From an optimization exercise on the open Yosys and OpenROAD flow, aimed at small area; shortcuts taken in it are not production practice. Function was checked by simulation only, so behaviour that the tests miss may differ from the original. The clock port is modelled as an ideal driver; clocking choices that lean on that would not hold on a real chip. Power figures rest on the tool's default switching activity, not on a simulated workload.

<file path="design/flow/run.sh">
#!/bin/bash
# synth_recipe.tcl (not shown) runs the flow's synth.tcl, then flattens the netlist and writes it again
# the make line also repeats each setting of config.mk as NAME=value (left out here)
make -C /OpenROAD-flow-scripts/flow DESIGN_CONFIG=/design/flow/config.mk WORK_HOME=/design/flow/orfs CLKGATE_MAP_FILE= SYNTH_SCRIPT=/design/flow/synth_recipe.tcl finish
</file>
<file path="design/flow/config.mk">
export PLATFORM = sky130hd
export DESIGN_NAME = Lab3_140L
export DESIGN_NICKNAME = Lab3_140L
export VERILOG_FILES = /design/flow/design.v
export SDC_FILE = /design/flow/constraint.sdc
export NUM_CORES = 4
export LEC_CHECK = 0
export ABC_AREA = 1
export CAP_MARGIN = 20
export CORE_MARGIN = 2
export CORE_UTILIZATION = 40
export SLEW_MARGIN = 20
</file>
<file path="design/flow/constraint.sdc">
create_clock -name core_clock -period 10.0 [get_ports {clk}]
set_input_delay 2.0000 -clock core_clock [delete_from_list [all_inputs] [get_ports {clk}]]
set_output_delay 2.0000 -clock core_clock [all_outputs]
set_load 0.01 [all_outputs]
</file>
<file path="design/flow/design.v">
module Lab3_140L (
    input  wire       rst,
    input  wire       clk,
    input  wire       bu_rx_data_rdy,
    input  wire [7:0] bu_rx_data,
    output wire       L3_tx_data_rdy,
    output wire [7:0] L3_tx_data,
    output wire [4:0] L3_led,
    output wire       oneSecPluse,
    output wire [6:0] L3_segment1,
    output wire [6:0] L3_segment2,
    output wire [6:0] L3_segment3,
    output wire [6:0] L3_segment4,
    output wire [3:0] di_Mtens,
    output wire [3:0] di_Mones,
    output wire [3:0] di_Stens,
    output wire [3:0] di_Sones,
    output wire [3:0] di_AMtens,
    output wire [3:0] di_AMones,
    output wire [3:0] di_AStens,
    output wire [3:0] di_ASones
);
    wire [7:0] b = bu_rx_data;
    wire b_cmd = (b == 8'h0d) | (b == 8'h40) |
                 ((b[7:6] == 2'b01) & (b[4] == 1'b0) &
                  ((b[3:0] == 4'h1) | (b[3:0] == 4'hc) | (b[3:0] == 4'he))) |    
                 ((b[7:6] == 2'b01) & (b[4] == 1'b1) & (b[3:0] == 4'h3));        
    wire b_dig = (b[7:4] == 4'h3) & ~(b[3] & (b[2] | b[1]));
    reg [3:0] nib;
    reg       is_cmd, is_dig;
    always @(posedge clk) begin
        nib    <= b[3:0];
        is_cmd <= ~rst & bu_rx_data_rdy & b_cmd;
        is_dig <= ~rst & bu_rx_data_rdy & b_dig;
    end
    wire det_cr = is_cmd & (nib == 4'hd);
    wire det_S  = is_cmd & (nib == 4'h3);
    wire det_L  = is_cmd & (nib == 4'hc);
    wire det_A  = is_cmd & (nib == 4'h1);
    wire det_N  = is_cmd & (nib == 4'he);
    wire det_at = is_cmd & (nib == 4'h0);
    wire det_09 = is_dig;
    wire det_05 = is_dig & ~nib[3] & ~(nib[2] & nib[1]);
    reg [12:0] cnt;
    reg        sec_clk, sec_clkD;
    wire       wrap = cnt[12] & cnt[10] & cnt[9] & cnt[8] & cnt[7];    
    always @(posedge clk) begin
        if (rst) begin
            cnt     <= 13'd0;
            sec_clk <= 1'b0;
        end else begin
            cnt     <= wrap ? 13'd1 : cnt + 13'd1;
            sec_clk <= sec_clk ^ wrap;
        end
        sec_clkD <= sec_clk;
    end
    reg [2:0] step;
    reg       mode;
    reg       run;
    reg       ena;
    wire s_idle = (step == 3'd0);
    wire s1 = (step == 3'd1);
    wire s2 = (step == 3'd2);
    wire s3 = (step == 3'd3);
    wire s4 = (step == 3'd4);
    wire s5 = (step == 3'd5);
    wire dig_ok = (s1 | s3) ? det_05 : det_09;
    wire leave  = (s_idle | s5) & (det_S | det_cr);
    always @(posedge clk) begin
        if (rst) begin
            step <= 3'd0;
            mode <= 1'b0;
            run  <= 1'b0;
            ena  <= 1'b0;
        end else begin
            if (leave) begin
                step <= 3'd0;
                run  <= det_S;
            end else if (s_idle & det_L) begin
                step <= 3'd1;
                mode <= 1'b0;
            end else if ((s_idle | (s5 & mode)) & det_A) begin
                step <= 3'd1;
                mode <= 1'b1;
            end else if (~s_idle & ~s5 & dig_ok) begin
                step <= step + 3'd1;
            end
            if (det_at)
                ena <= ~ena;
        end
    end
    wire tl = ~mode & ~s_idle;    
    wire al =  mode & ~s_idle;    
    wire ldMt = ~mode & s1 & det_05;
    wire ldMo = ~mode & s2 & det_09;
    wire ldSt = ~mode & s3 & det_05;
    wire ldSo = ~mode & s4 & det_09;
    wire aMt  =  mode & s1 & det_05;
    wire aMo  =  mode & s2 & det_09;
    wire aSt  =  mode & s3 & det_05;
    wire aSo  =  mode & s4 & det_09;
    wire dspMo = ~(tl & s1);
    wire dspSt = ~(tl & (s1 | s2));
    wire dspSo = ~(tl & (s1 | s2 | s3));
    wire strMt = al;
    wire strMo = al & ~s1;
    wire strSt = al & ~s1 & ~s2;
    wire strSo = al & (s4 | s5);
    reg [3:0] so, mo, aso, amo;
    reg [2:0] st, mt, ast, amt;
    wire strb = sec_clk & ~sec_clkD & run;
    wire so9 = so[3] & so[0];
    wire st5 = st[2] & st[0];
    wire mo9 = mo[3] & mo[0];
    wire mt5 = mt[2] & mt[0];
    wire [3:0] so_inc = {(so[3] & ~so[0]) | (so[2] & so[1] & so[0]), so[2] ^ (so[1] & so[0]),
                         ~so[3] & (so[1] ^ so[0]), ~so[0]};
    wire [3:0] mo_inc = {(mo[3] & ~mo[0]) | (mo[2] & mo[1] & mo[0]), mo[2] ^ (mo[1] & mo[0]),
                         ~mo[3] & (mo[1] ^ mo[0]), ~mo[0]};
    wire [2:0] st_inc = {st[2] ? ~st[0] : (st[1] & st[0]), ~st[2] & (st[1] ^ st[0]), ~st[0]};
    wire [2:0] mt_inc = {mt[2] ? ~mt[0] : (mt[1] & mt[0]), ~mt[2] & (mt[1] ^ mt[0]), ~mt[0]};
    always @(posedge clk) begin
        if (rst) begin
            so <= 4'd0; st <= 3'd0; mo <= 4'd0; mt <= 3'd0;
            aso <= 4'd0; ast <= 3'd0; amo <= 4'd0; amt <= 3'd0;
        end else begin
            if (ldSo)                    so <= nib;
            else if (strb)               so <= so_inc;
            if (ldSt)                    st <= nib[2:0];
            else if (strb & so9)         st <= st_inc;
            if (ldMo)                    mo <= nib;
            else if (strb & so9 & st5)   mo <= mo_inc;
            if (ldMt)                    mt <= nib[2:0];
            else if (strb & so9 & st5 & mo9) mt <= mt_inc;
            if (aSo) aso <= nib;
            if (aSt) ast <= nib[2:0];
            if (aMo) amo <= nib;
            if (aMt) amt <= nib[2:0];
        end
    end
    assign di_Sones  = so;
    assign di_Stens  = {1'b0, st};
    assign di_Mones  = mo;
    assign di_Mtens  = {1'b0, mt};
    assign di_ASones = aso;
    assign di_AStens = {1'b0, ast};
    assign di_AMones = amo;
    assign di_AMtens = {1'b0, amt};
    reg  held;
    wire eq   = (so == aso) & (st == ast) & (mo == amo) & (mt == amt);
    wire trig = ena & (eq | held);
    always @(posedge clk)
        held <= trig;
    wire pulse = sec_clk & run;
    assign oneSecPluse = pulse;
    wire blink = ~trig | pulse;
    wire [6:0] seg_so = {
        (so[2] & ~so[0]) | (~so[2] & so[1]) | (so[2] & ~so[1]) | so[3],
        (so[2] & ~so[1]) | (so[2] & ~so[0]) | (~so[1] & ~so[0]) | so[3],
        (~so[2] & ~so[0]) | (so[1] & ~so[0]),
        (~so[2] & so[1]) | (~so[2] & ~so[0]) | (so[1] & ~so[0]) | (so[2] & ~so[1] & so[0]),
        ~so[1] | so[2] | so[0],
        (~so[1] & ~so[0]) | ~so[2] | (so[1] & so[0]),
        so[3] | (so[2] & so[0]) | (~so[2] & ~so[0]) | so[1]};
    wire [6:0] seg_mo = {
        (mo[2] & ~mo[0]) | (~mo[2] & mo[1]) | (mo[2] & ~mo[1]) | mo[3],
        (mo[2] & ~mo[1]) | (mo[2] & ~mo[0]) | (~mo[1] & ~mo[0]) | mo[3],
        (~mo[2] & ~mo[0]) | (mo[1] & ~mo[0]),
        (~mo[2] & mo[1]) | (~mo[2] & ~mo[0]) | (mo[1] & ~mo[0]) | (mo[2] & ~mo[1] & mo[0]),
        ~mo[1] | mo[2] | mo[0],
        (~mo[1] & ~mo[0]) | ~mo[2] | (mo[1] & mo[0]),
        mo[3] | (mo[2] & mo[0]) | (~mo[2] & ~mo[0]) | mo[1]};
    wire [6:0] seg_st = {
        st[1] | st[2],
        (~st[1] & ~st[0]) | st[2],
        ~st[2] & ~st[0],
        (~st[2] & ~st[0]) | st[1] | (st[2] & st[0]),
        st[0] | ~st[1],
        ~st[2] | ~st[0],
        (~st[2] & ~st[0]) | st[1] | (st[2] & st[0])};
    wire [6:0] seg_mt = {
        mt[1] | mt[2],
        (~mt[1] & ~mt[0]) | mt[2],
        ~mt[2] & ~mt[0],
        (~mt[2] & ~mt[0]) | mt[1] | (mt[2] & mt[0]),
        mt[0] | ~mt[1],
        ~mt[2] | ~mt[0],
        (~mt[2] & ~mt[0]) | mt[1] | (mt[2] & mt[0])};
    assign L3_segment1 = {7{dspSo & blink}} & seg_so;
    assign L3_segment2 = {7{dspSt & blink}} & seg_st;
    assign L3_segment3 = {7{dspMo & blink}} & seg_mo;
    assign L3_segment4 = {7{blink}} & seg_mt;
    reg [1:0] sel;
    always @(posedge clk)
        if (rst)        sel <= 2'd0;
        else if (det_N) sel <= sel + 2'd1;
    wire [3:0] led_dig = (sel == 2'd0) ? so : (sel == 2'd1) ? {1'b0, st} :
                         (sel == 2'd2) ? mo : {1'b0, mt};
    assign L3_led = trig ? {5{pulse}} : {pulse, led_dig};
    reg [7:0] dly;
    reg       dly_rdy;
    always @(posedge clk) begin
        if (rst)
            dly <= 8'd0;
        else if (bu_rx_data[0] | (dly != 8'd0))
            dly <= dly + 8'd1;
        dly_rdy <= &dly;
    end
    reg [3:0] sc;
    reg       tx_rdy;
    always @(posedge clk) begin
        if (rst)
            sc <= 4'd0;
        else if (dly_rdy | (sc != 4'd0))
            sc <= sc + 4'd1;
        tx_rdy <= sc[0];
    end
    assign L3_tx_data_rdy = tx_rdy;
    wire on_mt = ena | strMt;
    wire on_mo = ena | strMo;
    wire on_st = ena | strSt;
    wire on_so = ena | strSo;
    reg [7:0] tx;
    always @(*) begin
        case (sc[3:1])
            3'd0: tx = 8'h41;
            3'd1: tx = on_mt ? {5'b00110, amt} : 8'h2d;
            3'd2: tx = on_mo ? {4'b0011, amo} : 8'h2d;
            3'd3: tx = on_mo ? 8'h3a : 8'h2d;
            3'd4: tx = on_st ? {5'b00110, ast} : 8'h2d;
            3'd5: tx = on_so ? {4'b0011, aso} : 8'h2d;
            3'd6: tx = ena ? (trig ? 8'h54 : 8'h40) : 8'h2d;
            default: tx = 8'h0d;
        endcase
    end
    assign L3_tx_data = tx;
endmodule
</file>
==> notes.md, run 1 <==
* Final TNS setup at 0 ns
* CTS tree: yes
* Post-CTS Repair Setup Buffers at 0
* Peak supply drop at 0.0001169 V
* Final max-slew violation count at 0
* Distinct cell type count after synthesis at 37
* Final WL at 13,050 microns
* Worst EP arrival at 2.61 ns
* FFs w/ async S/R, synth at 0%
* Longest Clk Path Bufs at 2
* Crit-path cells: inv_2 -> nand2_1 -> nand2_1 -> nor2_1 -> nand2_1 -> nor2_1 -> nand2_1 -> nand2_2 -> nand2_2 -> inv_2 -> nand2_1 -> nand2_1 -> clkdlybuf4s50_1
* Crit. End Element: output port
* R2R Path End: step[0]
* Die Area at 0.01215 sq mm
* Final Cycle Share at 46.10%
* #FFs+latches synth at 72
* Pint at 594.0 uW
* Hpwl dp at 10,130 microns
* Remaining Overflow, GRT at 0
* Die Ht at 110.2 microns
* Die Wd at 110.2 microns
* Achievable frequency at 0.2169 GHz
* Pre-CTS setup slack at 5.657 ns
* Hold Path Cell Cnt at 0
* Status: finished clean
* Layout Nets at 804
* Worst slew pin tran at 0.6907 ns
* Core area at 0.01094 sq mm
* Max-cap viol count at 0
* Post-synth EDFFs at 0
* Cts hold-fix bufs at 0
* First-pass GRT wire length at 20,200 microns
* Crit path max fanout at 9
* H-tree depth at 3
* Most common cell after layout, fill and taps aside: nand2_1
* CTS clk-pin slew, worst paths at 0.06 ns
* Most frequent cells in the layout: nand2_1 (152), inv_1 (93), nor2_1 (86)
* Clock skew at 0.005565 ns
* Row count at 38
* R2R depth at 9
* Initial DRC count at 297
* Largest net degree at the start of global routing at 40
* Final setup vio count at 0
* WHS Endpoint: sec_clkD
* Mean area per synthesized cell at 6.505 sq um
* Switching power at 180.9 uW
* Critical path startpoint category: flip-flop
* Via count at 4,718
* Worst hold path class: reg2reg
* CTS Root Cell: clkbuf_16
* Seq/Total Area, Yosys at 31.93%
* Setup Crit Path Kind: reg2out
* Leakage power at 0.002510 uW
* Post-DR wirelength/cell at 14.29 microns
* # DRC at 0
* Reg2reg start: step[0]
* Top_reg_cell synth: dfxtp_1
* Sequential power share at 39.9%
* Initial antenna violation count at 1
* Cell Area, Synth at 0.004514 sq mm
* Final period demand of the worst path at 4.610 ns
* ANT nets after route at 0
* Total Routing Usage GR at 21.91%
* Total CTS buffers at 9
* Starting density of the core at 41.28%
* Clock latency on the worst-skew pair at 0.33 ns
* Switching Fraction at 23.35%
* CP peak stage delay at 0.55 ns
* Post-Syn Instances at 694
* PortBufs at 80
* Pwr/cell area at 134.7 mW/mm^2
* CP most frequent cell: nand2_1
* Crit-path slowest cell: clkdlybuf4s50_1
* Logic pwr share at 11.7%
* Detailed Routing Iterations Pass 1 at 7
* PnR worst setup slack at 5.390 ns
* Unrepaired setup endpoints after global routing: no
* Clock power share at 48.4%
* Clock Sink Count at 72
* Diodes inserted at 0
* Vias/cell at 5.168
* Reg2reg setup slack at 8.24 ns
* Post-cts sizing count at 0
* # IOs at 86
* Data required, critical path at 8.00 ns
* Beginning of the worst hold path: sec_clk
* Final Hold Fails at 0
* Ys Warns at 1
* RePlAce Congestion at 0.9348
* Slew margin rel. at 53.81%
* Vias in the first global route at 4,162
* Synthesis-to-finish area growth at 27.44%
* Layout cells sized above 1 at 5.692%
[metrics by stage]
step / cell area, sq um / util (%) / cells / power, uW / hold WS [ns]
final: 5753 / 52.61 / 913 / 774.9 / 0.3913
after global routing: 5753 / 52.61 / 913 / 810.0 / 0.4089
after CTS: 5725 / 52.36 / 912 / 780.3 / 0.3932
after detailed placement: 5370 / 49.11 / 896 / 404.1 / 0.3846
after global placement: 5370 / 49.11 / 896 / 401.9 / 0.3822
after floorplan: 4529 / - / 698 / 363.9 / 0.3734
[logic make-up after synthesis]
group	count (synthesis)	share of synthesized area, %
buffers and inverters	125	11.56
adder cells (fa/ha/maj)	25	6.929
AND/OR/NAND/NOR	326	31.24
other	1	0.08307
flip-flops	72	31.93
XOR/XNOR	12	2.328
AO/OA/AOI/OAI	133	15.94
[synthesized netlist by cell type (3+ instances only)]
cell type	count	share of area (%)
nand2_4	4	1.0
buf_2	3	0.33
o22ai_1	4	0.55
o211ai_1	5	0.83
o221ai_1	3	0.58
xor2_1	6	1.2
nor3_1	19	2.1
inv_1	94	7.8
inv_2	9	0.75
nand3_1	38	4.2
xnor2_1	6	1.2
nor2_1	86	7.2
ha_1	25	6.9
o21ai_0	63	7.0
a21oi_1	48	5.3
nand2_2	5	0.69
nand4_1	9	1.2
dfxtp_1	72	32
nand2_1	152	13
clkbuf_1	6	0.50
buf_4	13	2.2
a31oi_1	3	0.42
or2_2	5	0.69
[layout make-up]
cell class	count	area, sq um
Clock inverter	5	102.6
Fill cell	1093	5182
Clock buffer	11	252.7
Multi-Input combinational cell	501	2566
Tap cell	140	175.2
Inverter	103	386.6
Timing Repair Buffer	81	828.3
Sequential cell	72	1441
[state kept, by name, summed over array words and instances (netlist names), 2 cells and up, named ones only]
signal	flops
st	3
step	3
mo	3
dly	8
amt	3
ast	3
aso	4
sel	2
nib	4
mt	3
sc	4
so	3
cnt	13
amo	4
[worst max path at each step]
stage	endpoint	slack, ns	cells after the start	startpoint
2_1_floorplan	L3_segment2[3]	6.46	13	mo[0]
3_3_place_gp	flip-flop	5.76	4	rst
3_5_place_dp	flip-flop	5.66	4	rst
4_1_cts	L3_tx_data[4]	5.40	13	so[1]
5_1_grt	L3_tx_data[4]	5.23	13	so[1]
6_report	L3_tx_data[4]	5.39	13	so[1]
[metal layers]
metal | GRT usage [%] | up-vias | part of all wire [%]
met3 | 4.468 | 31 | 5.9
met1 | 27.31 | 2151 | 46
met5 | 0 | - | 0
li1 | - | 2379 | -
met4 | 8.661 | 0 | 3.0
met2 | 36.99 | 157 | 46
[worst max-delay path, delay by kind of cell (launching register included)]
family / cells / cell delay, ns
buf+inv: 3 / 0.80
flops: 1 / 0.52
simple gates: 10 / 0.97
[power by group through the flow]
stage,combinational [uW],clock (uW),sequential [uW]
floorplan,52.3,0,312
global placement,87.0,0,315
detailed placement,89.1,0,315
CTS,89.9,381,309
global route,104,395,311
finish,90.8,375,309
==> run 2: changes to the inputs <==
--- a/design/flow/config.mk
+++ b/design/flow/config.mk
@@ -10,3 +10,4 @@
 export CORE_MARGIN = 2
-export CORE_UTILIZATION = 40
+export CORE_UTILIZATION = 70
+export PLACE_DENSITY = 0.8
 export SLEW_MARGIN = 20
==> run 2 against run 1 <==
  * Clock skew is 0.0055 ns higher
  * Largest cell class unchanged
  * Total power is 21% lower
  * Core utilization is 35 points higher
==> notes.md, run 2 <==
* Status: finished clean
* Layout cells sized above 1 at 5.570%
* Top_reg_cell synth: dfxtp_1
* Final Cycle Share at 46.70%
* Switching power at 182.4 uW
* Final setup vio count at 0
* #FFs+latches synth at 72
* Max reg flops at 13
* CP top delay family: simple AND/OR/NAND/NOR gates
* Critical path startpoint category: flip-flop
* Clock skew at 0.01104 ns
* Post-synth EDFFs at 0
* Achievable frequency at 0.2141 GHz
* Post-Syn Instances at 694
* Final Hold Fails at 0
* Sequential power share at 50.2%
* RePlAce Congestion at 1.080
* Starting density of the core at 71.92%
* Peak supply drop at 0.0001284 V
* Clock Sink Count at 72
* R2R Path End: step[0]
* Largest family of logic cells by synthesized area: simple AND/OR/NAND/NOR gates
* Synth area leader: dfxtp_1
* H-tree depth at 3
* Post-cts sizing count at 0
* Switching Fraction at 29.62%
* Post-DR wirelength/cell at 15.61 microns
* Critical Path Start: so[0]
* Synth Area in Simple Gates at 31.24%
* Core area at 0.006277 sq mm
* Total Routing Usage GR at 37.67%
* Unrepaired setup endpoints after global routing: no
* Post-synthesis adder-cell area fraction at 6.929%
* Most common cell in the netlist: nand2_1
* Data required, critical path at 8.00 ns
* Reg2reg setup slack at 8.19 ns
* Die Wd at 84.31 microns
* CP peak stage delay at 0.55 ns
* Core Util, Final at 87.16%
* Detailed Routing Iterations Pass 1 at 6
* Crit path capture: L3_led[3]
* Crit-path slowest cell: dfxtp_1
* Top-area cell type share of the netlist area at 31.93%
* Final max-slew violation count at 0
* Initial antenna violation count at 0
* Crit-path cells: inv_1 -> nand2_1 -> nand2_1 -> nor2_1 -> nand2_1 -> nor2_1 -> nand2_1 -> nand2_2 -> nand2_2 -> inv_2 -> nand2_2 -> nand2_1 -> clkdlybuf4s50_1
* CTS tree: yes
* Row count at 29
* Die Ht at 84.31 microns
* Distinct cell type count after synthesis at 37
* Instance count on the critical path at 13
* Longest Clk Path Bufs at 2
* Vias/cell at 5.928
* Max-cap viol count at 0
* Clock power share at 35.0%
* Diodes inserted at 0
* Mean area per synthesized cell at 6.505 sq um
* Post-CTS Repair Setup Buffers at 0
* Final period demand of the worst path at 4.670 ns
* Worst slew pin tran at 1.065 ns
* Setup Crit Path Kind: reg2out
* # DRC at 0
* Pwr/cell area at 112.6 mW/mm^2
* Leakage power at 0.002418 uW
* Layout Nets at 803
* Crit. End Element: output port
* First-pass GRT wire length at 21,620 microns
* ANT nets after route at 0
* Die Area at 0.007107 sq mm
* PortBufs at 80
* Slew margin rel. at 28.95%
* Largest net degree at the start of global routing at 40
* CTS clk-pin slew, worst paths at 0.08 ns
* Top flop regs: cnt x13, dly x8
* Ys Warns at 1
* R2R depth at 9
* Initial DRC count at 557
* Cell Area, Synth at 0.004514 sq mm
* Crit path max fanout at 10
* FILL cells at 375
* Pint at 433.4 uW
* Cts hold-fix bufs at 0
* FFs w/ async S/R, synth at 0%
* Reg2reg start: step[0]
* Worst EP arrival at 2.67 ns
* Total CTS buffers at 9
* Synth Area in Compound Gates at 15.94%
* Synthesis-to-finish area growth at 21.20%
* Biggest register: cnt
* Mux cell area share after synthesis at 0%
* Hpwl dp at 9901 microns
* Buffer and inverter count on the worst path at 3
* Remaining Overflow, GRT at 0
* CP most frequent cell: nand2_1
* Via count at 5,033
* Final WL at 13,260 microns
* Clock latency on the worst-skew pair at 0.36 ns
* Vias in the first global route at 4,733
* Seq/Total Area, Yosys at 31.93%
* Most frequent cells in the layout: nand2_1 (152), inv_1 (94), nor2_1 (86)
* Synth Area in XOR/XNOR at 2.328%
* Hold Path Cell Cnt at 0
* Logic pwr share at 14.7%
* Final TNS setup at 0 ns
* Commonest cells in the synthesized netlist: nand2_1 (152), inv_1 (94), nor2_1 (86)
* Most common cell after layout, fill and taps aside: nand2_1
* Synth area leaders: dfxtp_1 (32%), nand2_1 (13%), inv_1 (7.8%)
* CTS Root Cell: clkbuf_8
* # IOs at 86
* Worst hold path class: reg2reg
run 2: cell counts after synthesis:
Identical to the previous run, type by type.
run 2: cells by family (layout without fill, tap and decap cells):
| group | Yosys count | after routing |
|---|---|---|
| simple gates | 326 | 326 |
| compound gates | 133 | 133 |
| buf+inv | 125 | 199 |
| flops | 72 | 72 |
| fa+ha+maj | 25 | 25 |
| xor+xnor | 12 | 12 |
| other cells | 1 | 5 |
run 2: worst min-delay path by stage:
| stage | end | slack [ns] | from |
|---|---|---|---|
| global route | tx_rdy | 0.43 | sc[0] |
| global placement | tx_rdy | 0.40 | sc[0] |
| detailed placement | tx_rdy | 0.40 | sc[0] |
| finish | tx_rdy | 0.42 | sc[0] |
| floorplan | sec_clkD | 0.37 | sec_clk |
| CTS | tx_rdy | 0.42 | sc[0] |
run 2: layout make-up:
class	instances	area, sq um	share of cell area [%]
Sequential cell	72	1441	26.34
Tap cell	77	96.34	1.761
Clock buffer	10	137.6	2.515
Timing Repair Buffer	80	800.8	14.64
Inverter	103	386.6	7.066
Multi-Input combinational cell	501	2566	46.90
Clock inverter	6	42.54	0.7775
run 2: layer usage:
metal / share of wire, % / vias up / track usage [%] / routed length, microns
li1: - / 2377 / - / -
met1: 37 / 2273 / 43.72 / 4949
met2: 48 / 321 / 62.63 / 6324
met3: 10 / 62 / 9.046 / 1340
met4: 4.8 / 0 / 23.17 / 642
met5: 0 / - / 0 / 0
run 2: worst reg2reg max path, stage by stage (launching register included):
cell and delay (ns):
dfxtp_1 0.40, inv_1 0.10, ha_1 0.23, nand2_1 0.15, inv_1 0.07, nor2_1 0.24
o21a_1 0.24, nand2_1 0.07, o21ai_0 0.15, inv_1 0.05
run 2: power groups by stage:
stage / combinational (uW) / clock, uW / sequential (uW)
after global routing: 100 / 226 / 310
after global placement: 83.1 / 0 / 314
after CTS: 90.2 / 215 / 308
after detailed placement: 88.8 / 0 / 315
final: 90.8 / 216 / 309
after floorplan: 52.3 / 0 / 312
run 2: through the flow:
stage | instance area [sq um] | std cells | worst slack (ns) | hold slack, ns | total power (uW)
final | 5472 | 849 | 5.330 | 0.4246 | 615.8
after global routing | 5472 | 849 | 5.170 | 0.4306 | 635.7
after CTS | 5472 | 849 | 5.388 | 0.4152 | 613.6
after detailed placement | 5291 | 833 | 5.717 | 0.3964 | 403.5
after global placement | 5291 | 833 | 5.884 | 0.3961 | 396.8
after floorplan | 4529 | 698 | 6.457 | 0.3734 | 363.9
==> run 3: changes to the inputs <==
==> design/flow/flow/run.sh (new file) <==
#!/bin/bash
# Own layout flow: the standard synthesis, an area-oriented re-mapping of the combinational
# logic (registers kept as they are, proven equivalent), then the standard layout steps with
# buf_1 port buffers and a clock tree without dummy loads.
set -uo pipefail
W=$(pwd)
R=$W/orfs/results/$FLOW_PLATFORM/Lab3_140L/base
LIB=$FLOW_HOME/platforms/$FLOW_PLATFORM/lib/sky130_fd_sc_hd__tt_025C_1v80.lib
YOSYS=$(command -v yosys || echo $FLOW_HOME/../tools/install/yosys/bin/yosys)
source flow/knobs.sh

bash standard.sh synth > synth.log 2>&1 || exit 1

# area re-mapping of the combinational logic
DU=$(sed -n '/DONT_USE_CELLS/,/^#/p' $FLOW_HOME/platforms/$FLOW_PLATFORM/config.mk | grep -o "sky130_fd_sc_hd__[a-z0-9_]*" | sed 's/^/-dont_use /' | tr '\n' ' ')
cp $R/1_2_yosys.v $W/std_synth.v
echo "$ABC_SCRIPT" > $W/reabc.abc
cat > $W/reabc.ys <<EOY
read_liberty -ignore_miss_func -overwrite $LIB
read_verilog $W/std_synth.v
hierarchy -top $FLOW_TOP
setattr -mod -set keep_hierarchy 1 sky130_fd_sc_hd__dfxtp_1
flatten
delete t:\\\$scopeinfo
rename -hide w:*.* w:_*
opt -full
abc -liberty $LIB $DU -script $W/reabc.abc
opt_clean -purge
read_liberty -lib -overwrite $LIB
hilomap -hicell sky130_fd_sc_hd__conb_1 HI -locell sky130_fd_sc_hd__conb_1 LO
insbuf -buf sky130_fd_sc_hd__buf_1 A X
opt_clean -purge
check -assert -mapped $FLOW_TOP
stat -liberty $LIB
write_verilog -noattr -noexpr -nohex -nodec -selected $W/reabc.v
EOY
cat > $W/equiv.ys <<EOY
read_liberty -ignore_miss_func -overwrite $LIB
read_verilog $W/std_synth.v
rename $FLOW_TOP gold
read_verilog $W/reabc.v
rename $FLOW_TOP gate
flatten gold gate
delete t:\\\$scopeinfo
opt_clean
equiv_make gold gate eq
hierarchy -top eq
equiv_simple
equiv_induct
equiv_status -assert
EOY
if $YOSYS -l $W/reabc.log -q $W/reabc.ys > /dev/null 2>&1 && \
   $YOSYS -l $W/equiv.log -q $W/equiv.ys > /dev/null 2>&1 && \
   [ "$(grep -c 'dfxtp' $W/reabc.v)" = "$(grep -c 'dfxtp' $W/std_synth.v)" ]; then
  echo "re-mapped netlist used" > $W/reabc.status
  cp $W/reabc.v $R/1_2_yosys.v
  rm -f $R/1_synth.odb $R/1_synth.sdc
else
  echo "re-mapping failed: standard netlist kept" > $W/reabc.status
fi

bash standard.sh "${EXTRA[@]}" finish > layout.log 2>&1
==> design/flow/flow/knobs.sh (new file) <==
ABC_SCRIPT='strash; &get -n; &deepsyn -T 30; &put; dch -f; &get -n; &nf -R 1000; &put; topo'
EXTRA=("BUFFER_PORTS_ARGS=-buffer_cell sky130_fd_sc_hd__buf_1"
       "CTS_ARGS=-sink_clustering_enable -repair_clock_nets -dont_use_dummy_load")
==> design/flow/standard.sh (new file) <==
#!/bin/bash
# synth_recipe.tcl (not shown) runs the flow's synth.tcl, then flattens the netlist and writes it again
# the make line also repeats each setting of config.mk as NAME=value (left out here)
make -C /OpenROAD-flow-scripts/flow DESIGN_CONFIG=/design/flow/config.mk WORK_HOME=/design/flow/orfs CLKGATE_MAP_FILE= SYNTH_SCRIPT=/design/flow/synth_recipe.tcl "${@:-finish}"
removed: design/flow/run.sh
==> run 3 against run 2 <==
  * Wire length down 27%
  * Critical path depth decreased by 2
  * Combinational power fell by 74%
  * Clock power fell by 19%
  * Hold slack worse by 0.044 ns
  * Sequential share of layout area rose by 9.5 points
  * Sequential power is 5% lower
  * Critical endpoint is now L3_segment1[3]
  * Die area decreased by 21%
  * Total power fell by 20%
  * Via count fell by 23%
  * Highest routed layer unchanged
  * Critical path type unchanged
  * Register-to-register slack lost 0.71 ns
==> notes.md, run 3 <==
* Final setup vio count at 0
* Clock power share at 35.3%
* Leakage power at 0.001440 uW
* Post-cts sizing count at 0
* Cell Area, Synth at 0.003537 sq mm
* Setup Crit Path Kind: reg2out
* Critical path startpoint category: flip-flop
* Synthesis-to-finish area growth at 13.72%
* Starting density of the core at 73.91%
* Unrepaired setup endpoints after global routing: no
* Initial antenna violation count at 0
* CTS Root Cell: clkbuf_8
* Layout cells sized above 1 at 1.876%
* Final WL at 9738 microns
* Via count at 3,861
* Status: finished clean
* Core area at 0.004786 sq mm
* Top flop regs: cnt x13, dly x8
* Crit. End Element: output port
* Total Routing Usage GR at 34.28%
* Sequential power share at 59.9%
* Hold Slack at 0.3807 ns
* Die Wd at 75.09 microns
* Worst slew pin tran at 0.6579 ns
* # IOs at 86
* Most frequent cells in the layout: buf_1 (80), dfxtp_1 (72), nor2_1 (56)
* Die Ht at 75.09 microns
* Worst EP arrival at 3.77 ns
* Peak supply drop at 0.0001171 V
* WHS Endpoint: sec_clkD
* Detailed Routing Iterations Pass 1 at 6
* Clock latency on the worst-skew pair at 0.35 ns
* CTS tree: yes
* Initial DRC count at 523
* Row count at 25
* First-pass GRT wire length at 14,660 microns
* Clock Sink Count at 72
* Max reg flops at 13
* Switching Fraction at 23.00%
* Vias/cell at 6.435
* Post-CTS Repair Setup Buffers at 0
* Largest net degree at the start of global routing at 39
* Pwr/cell area at 122.4 mW/mm^2
* Mean area per synthesized cell at 7.843 sq um
* Pint at 379.0 uW
* Crit path max fanout at 13
* Final period demand of the worst path at 5.772 ns
* Final TNS setup at 0 ns
* Most common cell after layout, fill and taps aside: buf_1
* Total CTS buffers at 9
* Cts hold-fix bufs at 0
* # DRC at 0
* FILL cells at 307
* Reg2reg start: sec_clk
* Post-route non-filler standard cell count at 600
* Die Area at 0.005638 sq mm
* Reg2reg setup slack at 7.48 ns
* Hold Path Cell Cnt at 0
* H-tree depth at 3
* Final Hold Fails at 0
* Diodes inserted at 0
* Placed insts at 591
* Max-cap viol count at 0
* Remaining Overflow, GRT at 0
* Data required, critical path at 8.00 ns
* Clock skew at 0.02113 ns
* PortBufs at 80
* Beginning of the worst hold path: sec_clk
* Slew margin rel. at 56.04%
* Switching power at 113.2 uW
* Final max-slew violation count at 0
* Final Cycle Share at 57.72%
* Longest Clk Path Bufs at 2
* Ys Warns at 1
* R2R Path End: mt[2]
* RePlAce Congestion at 0.9480
* ANT nets after route at 0
* Hpwl dp at 7163 microns
* Vias in the first global route at 3,223
* Logic pwr share at 4.9%
* CTS clk-pin slew, worst paths at 0.06 ns
* Worst hold path class: reg2reg
* Layout Nets at 546
* Post-Syn Instances at 451
* R2R depth at 9
* Achievable frequency at 0.1733 GHz
* Post-DR wirelength/cell at 16.23 microns
* Biggest register: cnt
==> run 3: final cells by class <==
type	count	area [sq um]	share of cell area, %
clock buffers	9	123.9	3.079
inverters	25	93.84	2.333
multi-input cells	346	1972	49.02
flip-flops and latches	72	1441	35.83
well taps	67	83.83	2.084
repair buffers	81	307.8	7.652
==> run 3: critical path: stages, from the launching register on <==
cell and delay [ns]:
dfxtp_1 0.57, clkinv_1 0.17, o2bb2ai_1 0.15, or4_1 0.50, nor4_1 0.18, a41oi_1 0.16
nand2b_1 0.26, nor2_1 0.56, a21o_1 0.31, or2_0 0.34, nor3_1 0.10, buf_1 0.14
==> run 3: how the worst max path moves through the flow <==
| stage | depth (start not counted) | endpoint | from |
|---|---|---|---|
| 6_report | 11 | L3_segment1[3] | mo[1] |
| 5_1_grt | 11 | L3_segment1[3] | mo[1] |
| 4_1_cts | 11 | L3_segment1[3] | mo[1] |
| 3_5_place_dp | 11 | L3_segment1[3] | mo[1] |
| 3_3_place_gp | 11 | L3_segment1[3] | flip-flop |
| 2_1_floorplan | 10 | L3_segment1[3] | mo[1] |
==> run 3: metal layers <==
layer	global-route usage [%]	up-vias	share of wire, %
met2	59.06	242	48
li1	-	1821	-
met1	40.39	1756	39
met3	7.631	42	10
met5	0	-	0
met4	16.27	0	3.3
==> run 3: power by group through the flow <==
stage | combinational [uW] | clock, uW | sequential, uW
after floorplan | 15.0 | 0 | 300
after global placement | 22.3 | 0 | 301
after detailed placement | 23.3 | 0 | 301
after CTS | 23.5 | 171 | 295
after global routing | 26.2 | 182 | 295
final | 23.9 | 174 | 295
==> run 3: through the flow <==
stage	setup slack [ns]	total power, uW	utilization [%]	cell area, sq um
5_1_grt	3.918	503.5	84.05	4023
3_3_place_gp	4.792	323.1	81.46	3899
6_report	4.228	492.2	84.05	4023
3_5_place_dp	4.673	324.2	81.46	3899
4_1_cts	4.317	489.3	84.05	4023
2_1_floorplan	5.099	314.9	-	3537
==> run 4: changes to the inputs <==
--- a/design/flow/design.v
+++ b/design/flow/design.v
@@ -31,3 +31,3 @@
     always @(posedge clk) begin
-        nib    <= b[3:0];
+        nib    <= rst ? 4'd0 : b[3:0];
         is_cmd <= ~rst & bu_rx_data_rdy & b_cmd;
@@ -43,11 +43,12 @@
     wire det_05 = is_dig & ~nib[3] & ~(nib[2] & nib[1]);
-    reg [12:0] cnt;
+    reg [12:0] lf;
     reg        sec_clk, sec_clkD;
-    wire       wrap = cnt[12] & cnt[10] & cnt[9] & cnt[8] & cnt[7];    
+    wire       wrap = ((lf & 13'h1df9) == (13'h13e1 & 13'h1df9));
+    wire       lf_fb = lf[12] ^ lf[9] ^ lf[4] ^ lf[2] ^ wrap;
     always @(posedge clk) begin
         if (rst) begin
-            cnt     <= 13'd0;
+            lf      <= 13'h03e1;
             sec_clk <= 1'b0;
         end else begin
-            cnt     <= wrap ? 13'd1 : cnt + 13'd1;
+            lf      <= {lf[11:0], lf_fb};
             sec_clk <= sec_clk ^ wrap;
@@ -121,20 +122,14 @@
     wire [2:0] mt_inc = {mt[2] ? ~mt[0] : (mt[1] & mt[0]), ~mt[2] & (mt[1] ^ mt[0]), ~mt[0]};
-    always @(posedge clk) begin
-        if (rst) begin
-            so <= 4'd0; st <= 3'd0; mo <= 4'd0; mt <= 3'd0;
-            aso <= 4'd0; ast <= 3'd0; amo <= 4'd0; amt <= 3'd0;
-        end else begin
-            if (ldSo)                    so <= nib;
-            else if (strb)               so <= so_inc;
-            if (ldSt)                    st <= nib[2:0];
-            else if (strb & so9)         st <= st_inc;
-            if (ldMo)                    mo <= nib;
-            else if (strb & so9 & st5)   mo <= mo_inc;
-            if (ldMt)                    mt <= nib[2:0];
-            else if (strb & so9 & st5 & mo9) mt <= mt_inc;
-            if (aSo) aso <= nib;
-            if (aSt) ast <= nib[2:0];
-            if (aMo) amo <= nib;
-            if (aMt) amt <= nib[2:0];
-        end
+    wire       l_so = ldSo | rst, l_st = ldSt | rst, l_mo = ldMo | rst, l_mt = ldMt | rst;
+    wire       c_so = strb, c_st = strb & so9, c_mo = strb & so9 & st5, c_mt = strb & so9 & st5 & mo9;
+    wire       l_aso = aSo | rst, l_ast = aSt | rst, l_amo = aMo | rst, l_amt = aMt | rst;
+    always @(posedge clk) begin
+        so  <= ({4{l_so}} & nib) | ({4{~l_so & c_so}} & so_inc) | ({4{~l_so & ~c_so}} & so);
+        st  <= ({3{l_st}} & nib[2:0]) | ({3{~l_st & c_st}} & st_inc) | ({3{~l_st & ~c_st}} & st);
+        mo  <= ({4{l_mo}} & nib) | ({4{~l_mo & c_mo}} & mo_inc) | ({4{~l_mo & ~c_mo}} & mo);
+        mt  <= ({3{l_mt}} & nib[2:0]) | ({3{~l_mt & c_mt}} & mt_inc) | ({3{~l_mt & ~c_mt}} & mt);
+        aso <= ({4{l_aso}} & nib) | ({4{~l_aso}} & aso);
+        ast <= ({3{l_ast}} & nib[2:0]) | ({3{~l_ast}} & ast);
+        amo <= ({4{l_amo}} & nib) | ({4{~l_amo}} & amo);
+        amt <= ({3{l_amt}} & nib[2:0]) | ({3{~l_amt}} & amt);
     end
@@ -201,2 +196,4 @@
     reg       dly_rdy;
+    wire      dly_z7 = ~|dly[6:0];
+    wire      dly_fb = dly_z7 ? (~dly[7] & bu_rx_data[0]) : (dly[7] ^ dly[3] ^ dly[2] ^ dly[1]);
     always @(posedge clk) begin
@@ -204,5 +201,5 @@
             dly <= 8'd0;
-        else if (bu_rx_data[0] | (dly != 8'd0))
-            dly <= dly + 8'd1;
-        dly_rdy <= &dly;
+        else
+            dly <= {dly[6:0], dly_fb};
+        dly_rdy <= dly_z7 & dly[7];
     end
--- a/design/flow/flow/run.sh
+++ b/design/flow/flow/run.sh
@@ -21,3 +21,3 @@
 hierarchy -top $FLOW_TOP
-setattr -mod -set keep_hierarchy 1 sky130_fd_sc_hd__dfxtp_1
+setattr -mod -set keep_hierarchy 1 sky130_fd_sc_hd__*df* sky130_fd_sc_hd__*dl*
 flatten
@@ -53,3 +53,3 @@
    $YOSYS -l $W/equiv.log -q $W/equiv.ys > /dev/null 2>&1 && \
-   [ "$(grep -c 'dfxtp' $W/reabc.v)" = "$(grep -c 'dfxtp' $W/std_synth.v)" ]; then
+   [ "$(grep -cE '^ *sky130_fd_sc_hd__[a-z]*(df|dl)' $W/reabc.v)" = "$(grep -cE '^ *sky130_fd_sc_hd__[a-z]*(df|dl)' $W/std_synth.v)" ]; then
   echo "re-mapped netlist used" > $W/reabc.status
==> design/flow/flow/knobs.sh (replaced) <==
ABC_SCRIPT='strash; &get -n; &deepsyn -T 30; &put; dch -f; &get -n; &nf -R 1000; &put; topo'
EXTRA=("BUFFER_PORTS_ARGS=-buffer_cell sky130_fd_sc_hd__buf_1"
       "CTS_ARGS=-sink_clustering_enable -repair_clock_nets -dont_use_dummy_load -buf_list sky130_fd_sc_hd__clkbuf_16 -sink_clustering_size 100 -sink_clustering_max_diameter 500")
==> run 4 against run 3 <==
  * Hold slack gained 0.0068 ns
  * Sequential power grew 14%
  * Still clean on timing, DRC and antenna
  * Largest cell class unchanged
  * Synthesized cell count shrank 9.8%
  * Clock power grew 51%
==> notes.md, run 4 <==
* Status: finished clean
* Peak supply drop at 0.0001312 V
* Vias in the first global route at 3,185
* CTS clk-pin slew, worst paths at 0.05 ns
* Initial antenna violation count at 0
* Clock latency on the worst-skew pair at 0.33 ns
* Layout Nets at 502
* Layout cells sized above 1 at 2.045%
* Post-Syn Instances at 407
* FILL cells at 280
* Final TNS setup at 0 ns
* Row count at 25
* Post-cts sizing count at 0
* Hpwl dp at 6448 microns
* Final WL at 9934 microns
* Initial DRC count at 476
* Clock skew at 0.01416 ns
* CTS Root Cell: clkbuf_16
* Final period demand of the worst path at 5.392 ns
* Final Hold Fails at 0
* Core area at 0.004723 sq mm
* Wire length on met3 at 992 microns
* # DRC at 0
* Crit path max fanout at 11
* Detailed Routing Iterations Pass 1 at 6
* Cts hold-fix bufs at 0
* Post-CTS Repair Setup Buffers at 0
* # IOs at 86
* Final max-slew violation count at 0
* Via count at 3,617
* Diodes inserted at 0
* Mean area per synthesized cell at 8.436 sq um
* WL met1 at 3602 microns
* Top sig layer: met4
* H-tree depth at 3
* Final setup vio count at 0
* Vias/cell at 6.505
* Die Wd at 74.04 microns
* Die Ht at 74.04 microns
* PortBufs at 80
* Final Cycle Share at 53.92%
* Longest Clk Path Bufs at 2
* DP Area at 0.003795 sq mm
* Worst hold path class: reg2reg
* Most common cell after layout, fill and taps aside: buf_1
* Most frequent cells in the layout: buf_1 (80), dfxtp_1 (58), nor2_1 (48)
* Setup Crit Path Kind: reg2out
* Die Area at 0.005481 sq mm
* RePlAce Congestion at 0.9539
* Crit. End Element: output port
* Max-cap viol count at 0
* Largest net degree at the start of global routing at 40
* Post-Layout Inst Area at 0.004020 sq mm
* Total CTS buffers at 9
* Critical path startpoint category: flip-flop
* Leakage power at 0.001438 uW
* Data required, critical path at 8.00 ns
* Clock Sink Count at 72
* Cell Area, Synth at 0.003433 sq mm
* Worst slew pin tran at 0.9019 ns
* Post-DR wirelength/cell at 17.87 microns
* First-pass GRT wire length at 15,190 microns
* Slew margin rel. at 39.36%
* CTS tree: yes
* Starting density of the core at 72.69%
* Unrepaired setup endpoints after global routing: no
* Synthesis-to-finish area growth at 17.09%
* DR WL met2 at 4824 microns
* Ys Warns at 1
* ANT nets after route at 0
* Overall power at 687.8 uW
* Worst EP arrival at 3.39 ns
* Achievable frequency at 0.1855 GHz
* Pwr/cell area at 171.1 mW/mm^2
* Total Routing Usage GR at 36.99%
* Remaining Overflow, GRT at 0
-- run 4: final timing paths --
| check | startpoint | end | slack, ns | cells past startpoint |
|---|---|---|---|---|
| worst max register to register | step[0] | mt[2] | 7.37 | 8 |
| worst max-delay path | mo[3] | L3_segment2[0] | 4.61 | 10 |
| worst min register to register | sec_clk | sec_clkD | 0.39 | 0 |
| worst min-delay path | sec_clk | sec_clkD | 0.39 | 0 |
-- run 4: routing by layer --
| metal | track usage, % | up-vias |
|---|---|---|
| met5 | 0 | - |
| met4 | 21.82 | 0 |
| met3 | 8.943 | 66 |
| met2 | 59.92 | 277 |
| met1 | 44.90 | 1644 |
| li1 | - | 1630 |
-- run 4: where the power goes --
| part | internal (uW) | total (uW) | switching (uW) |
|---|---|---|---|
| combinational | 34.5 | 89.5 | 55.0 |
| clock | 157 | 262 | 105 |
| sequential | 312 | 337 | 24.8 |
| total | 503 | 688 | 184 |
-- run 4: worst max-delay path: stages (launching register included) --
cell      delay, ns
dfxtp_1        0.57
xor2_1         0.18
a221oi_1       0.07
and3_1         0.22
a41o_1         0.24
nand2_1        0.19
nor2_1         0.22
a31oi_1        0.53
o21ai_0        0.40
a31oi_1        0.28
buf_1          0.18
-- run 4: layout make-up --
class	instances	area, sq um	share of cell area (%)
flip-flops and latches	72	1582	39.34
well taps	67	83.83	2.085
multi-input cells	300	1720	42.79
repair buffers	81	307.8	7.656
clock buffers	9	225.2	5.602
inverters	27	101.3	2.521
-- run 4: stage by stage --
step | util (%) | setup slack (ns) | hold WS (ns) | instances
3_5_place_dp | 80.34 | 4.979 | 0.3729 | 547
4_1_cts | 85.11 | 4.650 | 0.3866 | 556
6_report | 85.11 | 4.608 | 0.3876 | 556
5_1_grt | 85.11 | 4.246 | 0.3999 | 556
2_1_floorplan | - | 5.349 | 0.3635 | 407
3_3_place_gp | 80.34 | 5.218 | 0.3708 | 547
==> run 5: changes to the inputs <==
==> design/flow/flow/knobs.sh (replaced) <==
ABC_SCRIPT='strash; &get -n; &deepsyn -T 30; &put; dch -f; amap; topo'
EXTRA=("BUFFER_PORTS_ARGS=-buffer_cell sky130_fd_sc_hd__buf_1"
       "CTS_ARGS=-sink_clustering_enable -repair_clock_nets -dont_use_dummy_load -buf_list sky130_fd_sc_hd__clkbuf_4 -root_buf sky130_fd_sc_hd__clkbuf_8")
==> run 5 against run 4 <==
  * Combinational power rose by 7.3%
  * Register-to-register slack barely moved
  * Die area fell by 0.73%
  * Total power fell by 13%
  * Largest power group unchanged
  * Synthesized cell count rose by 11%
  * Via count rose by 0.33%
  * Still clean
  * Highest routed layer unchanged
  * Clock power fell by 35%
==> notes.md, run 5 <==
* Final WL at 9706 microns
* Clock latency on the worst-skew pair at 0.35 ns
* Clock skew at 0.01828 ns
* PortBufs at 80
* Worst hold path class: reg2reg
* Post-CTS Repair Setup Buffers at 0
* Data required, critical path at 8.00 ns
* Crit. End Element: output port
* Worst slew pin tran at 0.6613 ns
* Leakage power at 0.001351 uW
* Met2 Use GR at 58.23%
* Post-Syn Instances at 451
* Layout Nets at 546
* Cts hold-fix bufs at 0
* Setup Crit Path Kind: reg2out
* Vias in the first global route at 3,187
* CTS clk-pin slew, worst paths at 0.07 ns
* Slew margin rel. at 55.75%
* Ys Warns at 1
* Worst EP arrival at 3.89 ns
* Largest net degree at the start of global routing at 34
* Starting density of the core at 72.13%
* Via count at 3,629
* CTS tree: yes
* Post-Layout Inst Area at 0.003892 sq mm
* Layout cells sized above 1 at 1.876%
* Mean area per synthesized cell at 7.554 sq um
* Pre-CTS setup slack at 4.585 ns
* Initial antenna violation count at 0
* Final max-slew violation count at 0
* Hold Slack at 0.3999 ns
* Hpwl dp at 7072 microns
* Peak supply drop at 0.0001577 V
* Final Hold Fails at 0
* CTS Root Cell: clkbuf_8
* M1 GR Usage at 45.88%
* # DRC at 0
* Status: finished clean
* First-pass GRT wire length at 14,960 microns
* Post-DR wirelength/cell at 16.18 microns
* Met3 GRT Util at 11.11%
* Crit path max fanout at 11
* DP Area at 0.003769 sq mm
* Critical path startpoint category: flip-flop
* Synthesis-to-finish area growth at 14.25%
* Pwr/cell area at 153.2 mW/mm^2
* Final setup vio count at 0
* Achievable frequency at 0.1697 GHz
* GRT busiest layer: met2
* H-tree depth at 3
* FILL cells at 314
* Max-cap viol count at 0
* ANT nets after route at 0
* Final Cycle Share at 58.91%
* Core area at 0.004723 sq mm
* Remaining Overflow, GRT at 0
* Most common cell after layout, fill and taps aside: nor2_1
* Final period demand of the worst path at 5.892 ns
* Die Ht at 73.77 microns
* Die Wd at 73.77 microns
* Total Routing Usage GR at 36.86%
* Die Area at 0.005441 sq mm
* # IOs at 86
* Clock Sink Count at 72
* Unrepaired setup endpoints after global routing: no
* Post-cts sizing count at 0
* Longest Clk Path Bufs at 2
* Vias/cell at 6.048
* Initial DRC count at 443
* Most frequent cells in the layout: nor2_1 (98), buf_1 (80), clkinv_1 (69)
* Final TNS setup at 0 ns
* RePlAce Congestion at 0.9989
* Detailed Routing Iterations Pass 1 at 5
* Cell Area, Synth at 0.003407 sq mm
* Row count at 25
* Overall power at 596.1 uW
* PnR worst setup slack at 4.109 ns
* Total CTS buffers at 9
* Diodes inserted at 0
run 5: stage by stage:
step	util [%]	std cells
detailed placement	79.79	591
global route	82.41	600
CTS	82.41	600
floorplan	-	451
finish	82.41	600
global placement	79.79	591
run 5: path summary, 6_finish.rpt:
| kind | startpoint | end | slack (ns) | depth (start not counted) |
|---|---|---|---|---|
| setup / recovery | mt[0] | L3_segment2[0] | 4.11 | 13 |
| hold / removal | sec_clk | sec_clkD | 0.40 | 0 |
| setup reg to reg | sec_clk | mt[1] | 7.36 | 13 |
| hold reg to reg | sec_clk | sec_clkD | 0.40 | 0 |
run 5: where the power goes:
group / switching (uW) / leakage, uW / total [uW] / internal [uW]
clock network: 91.0 / 0.0000647 / 171 / 80.2
logic: 63.8 / 0.000675 / 96.0 / 32.2
registers: 17.6 / 0.000611 / 329 / 311
total: 172 / 0.00135 / 596 / 424
run 5: worst max-delay path, stage by stage (launching register included):
cell	delay, ns
dfxtp_1	0.40
clkinv_1	0.22
nand2_1	0.11
o21ai_0	0.07
or4_1	0.51
nor4_1	0.18
a31oi_1	0.15
nor2b_1	0.26
clkinv_1	0.15
nor2_1	0.55
a31o_1	0.39
or2_0	0.32
a31oi_1	0.10
buf_1	0.14
run 5: layer usage:
layer  vias up  part of all wire [%]  wire, microns
met4         0                   5.1            496
li1       1715                     -              -
met2       245                    47           4531
met1      1612                    39           3742
met3        57                   9.6            936
met5         -                     0              0
run 5: cell type report:
class | instances | area, sq um | share of cell area [%]
Clock buffer | 9 | 123.9 | 3.182
Inverter | 69 | 259.0 | 6.654
Multi-Input combinational cell | 302 | 1536 | 39.47
Sequential cell | 72 | 1582 | 40.63
Tap cell | 67 | 83.83 | 2.154
Timing Repair Buffer | 81 | 307.8 | 7.907
==> run 6: changes to the inputs <==
==> design/flow/flow/run.sh (replaced) <==
#!/bin/bash
# Own layout flow:
#  1. the standard synthesis (standard.sh synth), unchanged;
#  2. the combinational logic between the registers mapped again with a few area-oriented ABC
#     scripts; registers, their cells and names are kept as the standard synthesis made them.
#     Each result must be proven equivalent to the standard netlist (Yosys equiv_*); the
#     smallest proven one replaces it, else the standard netlist is kept;
#  3. the standard layout steps (standard.sh finish) with buf_1 port buffers and, before CTS,
#     a small clock buffer tree of our own (flow/clock.tcl).
# Each tool writes its full output to a log file of its own in this folder.
set -uo pipefail
W=$(pwd)
R=$W/orfs/results/$FLOW_PLATFORM/Lab3_140L/base
LIB=$FLOW_HOME/platforms/$FLOW_PLATFORM/lib/sky130_fd_sc_hd__tt_025C_1v80.lib
YOSYS=$(command -v yosys || echo $FLOW_HOME/../tools/install/yosys/bin/yosys)
source flow/knobs.sh

bash standard.sh synth > synth.log 2>&1 || exit 1

DU=$(sed -n '/DONT_USE_CELLS/,/^#/p' $FLOW_HOME/platforms/$FLOW_PLATFORM/config.mk | grep -o "sky130_fd_sc_hd__[a-z0-9_]*" | sed 's/^/-dont_use /' | tr '\n' ' ')
cp $R/1_2_yosys.v $W/std_synth.v
nseq() { grep -cE '^ *sky130_fd_sc_hd__[a-z]*(df|dl)' "$1"; }

remap() {  # remap TAG "ABC script"
  local t=$1
  echo "$2" > $W/reabc_$t.abc
  cat > $W/reabc_$t.ys <<EOY
read_liberty -ignore_miss_func -overwrite $LIB
read_verilog $W/std_synth.v
hierarchy -top $FLOW_TOP
setattr -mod -set keep_hierarchy 1 sky130_fd_sc_hd__*df* sky130_fd_sc_hd__*dl*
flatten
delete t:\\\$scopeinfo
rename -hide w:*.* w:_*
opt -full
abc -liberty $LIB $DU -script $W/reabc_$t.abc
opt_clean -purge
read_liberty -lib -overwrite $LIB
hilomap -hicell sky130_fd_sc_hd__conb_1 HI -locell sky130_fd_sc_hd__conb_1 LO
insbuf -buf sky130_fd_sc_hd__buf_1 A X
opt_clean -purge
check -assert -mapped $FLOW_TOP
tee -o $W/reabc_$t.area stat -liberty $LIB $FLOW_TOP
write_verilog -noattr -noexpr -nohex -nodec -selected $W/reabc_$t.v
EOY
  cat > $W/equiv_$t.ys <<EOY
read_liberty -ignore_miss_func -overwrite $LIB
read_verilog $W/std_synth.v
rename $FLOW_TOP gold
read_verilog $W/reabc_$t.v
rename $FLOW_TOP gate
flatten gold gate
delete t:\\\$scopeinfo
opt_clean
equiv_make gold gate eq
hierarchy -top eq
equiv_simple
equiv_induct
equiv_status -assert
EOY
  if $YOSYS -l $W/reabc_$t.log -q $W/reabc_$t.ys > /dev/null 2>&1 && \
     $YOSYS -l $W/equiv_$t.log -q $W/equiv_$t.ys > /dev/null 2>&1 && \
     [ "$(nseq $W/reabc_$t.v)" = "$(nseq $W/std_synth.v)" ]; then
    grep 'Chip area' $W/reabc_$t.area | awk '{print $NF}' > $W/reabc_$t.ok
  fi
}

i=0
for s in "${ABC_SCRIPTS[@]}"; do
  remap $i "$s" &
  i=$((i + 1))
done
wait

best=""; best_area=""
for f in $W/reabc_*.ok; do
  [ -f "$f" ] || continue
  a=$(cat $f)
  if [ -z "$best" ] || awk -v a=$a -v b=$best_area 'BEGIN{exit !(a < b)}'; then
    best=${f%.ok}; best_area=$a
  fi
done
if [ -n "$best" ]; then
  echo "re-mapped netlist used: $(basename $best).v, area $best_area" > $W/reabc.status
  cp $best.v $R/1_2_yosys.v
  rm -f $R/1_synth.odb $R/1_synth.sdc
else
  echo "re-mapping failed: standard netlist kept" > $W/reabc.status
fi

bash standard.sh "${EXTRA[@]}" "PRE_CTS_TCL=$W/flow/clock.tcl" finish > layout.log 2>&1
==> design/flow/flow/clock.tcl (new file) <==
# Clock distribution, run before CTS (which then finds the clock already buffered):
# the clock port drives one root buffer, which drives 5 clkbuf_8, each placed at the
# centre of a cluster of registers (k-means on the placed positions) and driving that cluster.
set block [ord::get_db_block]
set dbu [[ord::get_db_tech] getDbUnitsPerMicron]
set k 5
set pins {}; set px {}; set py {}
foreach it [[$block findNet clk] getITerms] {
  set b [[$it getInst] getBBox]
  lappend pins "[[$it getInst] getName]/[[$it getMTerm] getName]"
  lappend px [expr {([$b xMin] + [$b xMax]) / 2.0}]
  lappend py [expr {([$b yMin] + [$b yMax]) / 2.0}]
}
set n [llength $pins]
# initial centres: registers spread along the x order
set order [lsort -real -indices $px]
set cx {}; set cy {}
for {set j 0} {$j < $k} {incr j} {
  set i [lindex $order [expr {int(($j + 0.5) * $n / $k)}]]
  lappend cx [lindex $px $i]; lappend cy [lindex $py $i]
}
for {set iter 0} {$iter < 30} {incr iter} {
  set asg {}
  for {set i 0} {$i < $n} {incr i} {
    set best 0; set bd 1e30
    for {set j 0} {$j < $k} {incr j} {
      set d [expr {abs([lindex $px $i] - [lindex $cx $j]) + abs([lindex $py $i] - [lindex $cy $j])}]
      if {$d < $bd} { set bd $d; set best $j }
    }
    lappend asg $best
  }
  for {set j 0} {$j < $k} {incr j} {
    set sx 0; set sy 0; set m 0
    for {set i 0} {$i < $n} {incr i} {
      if {[lindex $asg $i] == $j} { set sx [expr {$sx + [lindex $px $i]}]; set sy [expr {$sy + [lindex $py $i]}]; incr m }
    }
    if {$m > 0} { lset cx $j [expr {$sx / $m}]; lset cy $j [expr {$sy / $m}] }
  }
}
for {set j 0} {$j < $k} {incr j} {
  set lp {}
  for {set i 0} {$i < $n} {incr i} { if {[lindex $asg $i] == $j} { lappend lp [get_pins [lindex $pins $i]] } }
  if {[llength $lp] == 0} continue
  puts "clock buffer $j: [llength $lp] registers"
  insert_buffer -buffer_cell sky130_fd_sc_hd__clkbuf_8 -net clk -load_pins $lp \
    -location [list [expr {[lindex $cx $j] / $dbu}] [expr {[lindex $cy $j] / $dbu}]] \
    -buffer_name clkbuf_r$j -net_name clk_r$j
}
# the clock port drives only the root buffer, which drives the cluster buffers
set sx 0; set sy 0
for {set j 0} {$j < $k} {incr j} { set sx [expr {$sx + [lindex $cx $j]}]; set sy [expr {$sy + [lindex $cy $j]}] }
insert_buffer -buffer_cell sky130_fd_sc_hd__clkbuf_4 -net clk \
  -location [list [expr {$sx / $k / $dbu}] [expr {$sy / $k / $dbu}]] -buffer_name clkbuf_root -net_name clk_root
==> design/flow/flow/knobs.sh (replaced) <==
ABC_SCRIPTS=(
  'strash; &get -n; &deepsyn -T 30 -S 1; &put; dch -f; amap; topo'
  'strash; &get -n; &deepsyn -T 30 -S 2; &put; dch -f; &get -n; &nf -R 1000; &put; topo'
  'strash; dc2; &get -n; &deepsyn -T 30 -S 3; &put; dch -f; amap; topo'
)
EXTRA=("BUFFER_PORTS_ARGS=-buffer_cell sky130_fd_sc_hd__buf_1")
==> run 6 against run 5 <==
  * Sequential cell count stayed put
  * Total power is 5.9% lower
  * Synthesized area is 0.11% lower
  * Via count is 3.5% higher
  * Global-route usage is 0.98 points higher
  * Still clean on timing, DRC and antenna
==> notes.md, run 6 <==
* First-pass GRT wire length at 16,150 microns
* Synthesis-to-finish area growth at 12.39%
* Clock power share at 24.1%
* Final max-slew violation count at 0
* Final Hold Fails at 0
* PnR worst setup slack at 4.195 ns
* Initial DRC count at 556
* Mean area per synthesized cell at 7.546 sq um
* CTS clk-pin slew, worst paths at 0.10 ns
* Achievable frequency at 0.1723 GHz
* Pwr/cell area at 146.7 mW/mm^2
* RePlAce Congestion at 1.012
* Vias in the first global route at 3,401
* Cts hold-fix bufs at 0
* Clock skew at 0.02553 ns
* Vias/cell at 6.433
* Worst EP arrival at 3.80 ns
* Critical path startpoint category: flip-flop
* Unrepaired setup endpoints after global routing: no
* Layout cells sized above 1 at 1.321%
* Crit. End Element: output port
* Post-DR wirelength/cell at 17.79 microns
* Crit path max fanout at 11
* Initial antenna violation count at 0
* Slew margin rel. at 51.26%
* Post-route non-filler standard cell count at 584
* Placed insts at 578
* Worst hold path class: reg2reg
* Die Ht at 73.73 microns
* Clock latency on the worst-skew pair at 0.40 ns
* Final Cycle Share at 58.05%
* Sequential power share at 59.1%
* WL met1 at 3895 microns
* Most common cell after layout, fill and taps aside: nor2_1
* FILL cells at 301
* Via count at 3,757
* Post-Syn Instances at 451
* Final WL at 10,390 microns
* Setup Crit Path Kind: reg2out
* Final TNS setup at 0 ns
* ANT nets after route at 0
* Data required, critical path at 8.00 ns
* PortBufs at 80
* Peak supply drop at 0.0001252 V
* Die Wd at 73.73 microns
* Row count at 25
* Wire length on met3 at 1204 microns
* Total Routing Usage GR at 37.83%
* Final setup vio count at 0
* Detailed Routing Iterations Pass 1 at 6
* Hpwl dp at 7724 microns
* Worst slew pin tran at 0.7235 ns
* Layout Nets at 543
* Final period demand of the worst path at 5.805 ns
* Cell Area, Synth at 0.003403 sq mm
* Post-CTS Repair Setup Buffers at 0
* Hold Slack at 0.3907 ns
* DR WL met2 at 4866 microns
* Max-cap viol count at 0
* Ys Warns at 1
* Starting density of the core at 72.53%
* Post-cts sizing count at 0
* Status: finished clean
* Remaining Overflow, GRT at 0
* Top sig layer: met4
* # DRC at 0
* Switching power at 168.7 uW
* Core area at 0.004692 sq mm
* Logic pwr share at 16.8%
* Most frequent cells in the layout: nor2_1 (104), buf_1 (80), clkinv_1 (64)
* Diodes inserted at 0
* Pint at 392.3 uW
* Leakage power at 0.001323 uW
* Pre-CTS setup slack at 4.756 ns
* Largest net degree at the start of global routing at 34
* # IOs at 86
* Die Area at 0.005435 sq mm
* Switching Fraction at 30.06%
## run 6: cell types whose count changed in the layout (fill, tap and decap cells not counted), sizes merged, moves of 3 or more
cell,previous run,this run
nor4,7,3
nor2b,13,9
o22ai,15,9
o21ai,37,31
nand2,23,27
nor2,98,104
nand3,5,8
o32ai,3,8
nor3,13,17
clkinv,69,64
clkbuf,9,6
## run 6: per-layer routing
layer,GRT usage (%),vias to the layer above
met2,64.48,321
met1,49.34,1671
met5,0,-
met4,14.34,0
met3,4.115,53
li1,-,1712
## run 6: power groups by stage
stage               logic [uW]  clock network, uW  registers (uW)
global placement          89.5                  0             336
floorplan                 55.8                  0             335
detailed placement        91.9                  0             337
CTS                       92.7                100             337
finish                    94.2                135             332
global route               104                141             333
## run 6: final timing paths
| check | depth (start not counted) | startpoint | slack, ns | to |
|---|---|---|---|---|
| max | 14 | st[2] | 4.20 | L3_segment1[3] |
| min | 0 | sec_clk | 0.39 | sec_clkD |
| max reg2reg | 12 | sec_clk | 7.22 | mt[1] |
| min reg2reg | 0 | sec_clk | 0.39 | sec_clkD |
## run 6: layout make-up, clock buffers not listed
type	instances	area, sq um	area share [%]
inverter	64	240.2	6.281
multi-input combinational	307	1551	40.56
sequential	72	1582	41.35
tap	54	67.56	1.766
timing repair buffer	81	307.8	8.047
## run 6: through the flow
stage | util (%) | instance area [sq um] | power, uW
after detailed placement | 79.89 | 3749 | 428.6
after floorplan | - | 3403 | 390.4
after global routing | 81.52 | 3825 | 577.8
after CTS | 81.52 | 3825 | 530.2
after global placement | 79.89 | 3749 | 425.7
final | 81.52 | 3825 | 561.0
## run 6: worst max-delay path: stages (launching register included)
cell and delay, ns:
dfxtp_1 0.43, clkinv_1 0.19, a21oi_1 0.19, o221ai_1 0.12, a2111oi_0 0.41, a31oi_1 0.23, nor2b_1 0.37, clkinv_1 0.15
nor2_1 0.55, a21oi_1 0.12, clkinv_1 0.19, nor2_1 0.09, clkinv_1 0.15, a211oi_1 0.07, buf_1 0.16

what the ideal ports hide:
Ports are ideal in the flow. The routed layouts listed here were re-timed in OpenROAD.
Step 1 assumes that a clkbuf_16 drives the clock port and a buf_2 every other input.
Step 2 times the ports against the registers' clock, not the clock port: input delays grow and output delays shrink by t, the midpoint of the rising clock arrivals with the driver on.
a / b / c = ideal ports / drivers / drivers and shift; a / b = the first two.
run | shift t [ns] | slack for setup (ns) | worst data-port slew with drivers (ns)
run 1 | 0.364 | 5.390 / 5.356 / 5.720 | 0.03
run 2 | 0.386 | 5.330 / 5.299 / 5.627 | 0.06
run 3 | 0.367 | 4.228 / 4.198 / 4.565 | 0.04
run 4 | 0.359 | 4.608 / 4.573 / 4.932 | 0.03
run 5 | 0.367 | 4.109 / 4.078 / 4.446 | 0.03
run 6 | 0.410 | 4.195 / 4.171 / 4.581 | 0.04
After both steps setup and hold are still met in every run listed.
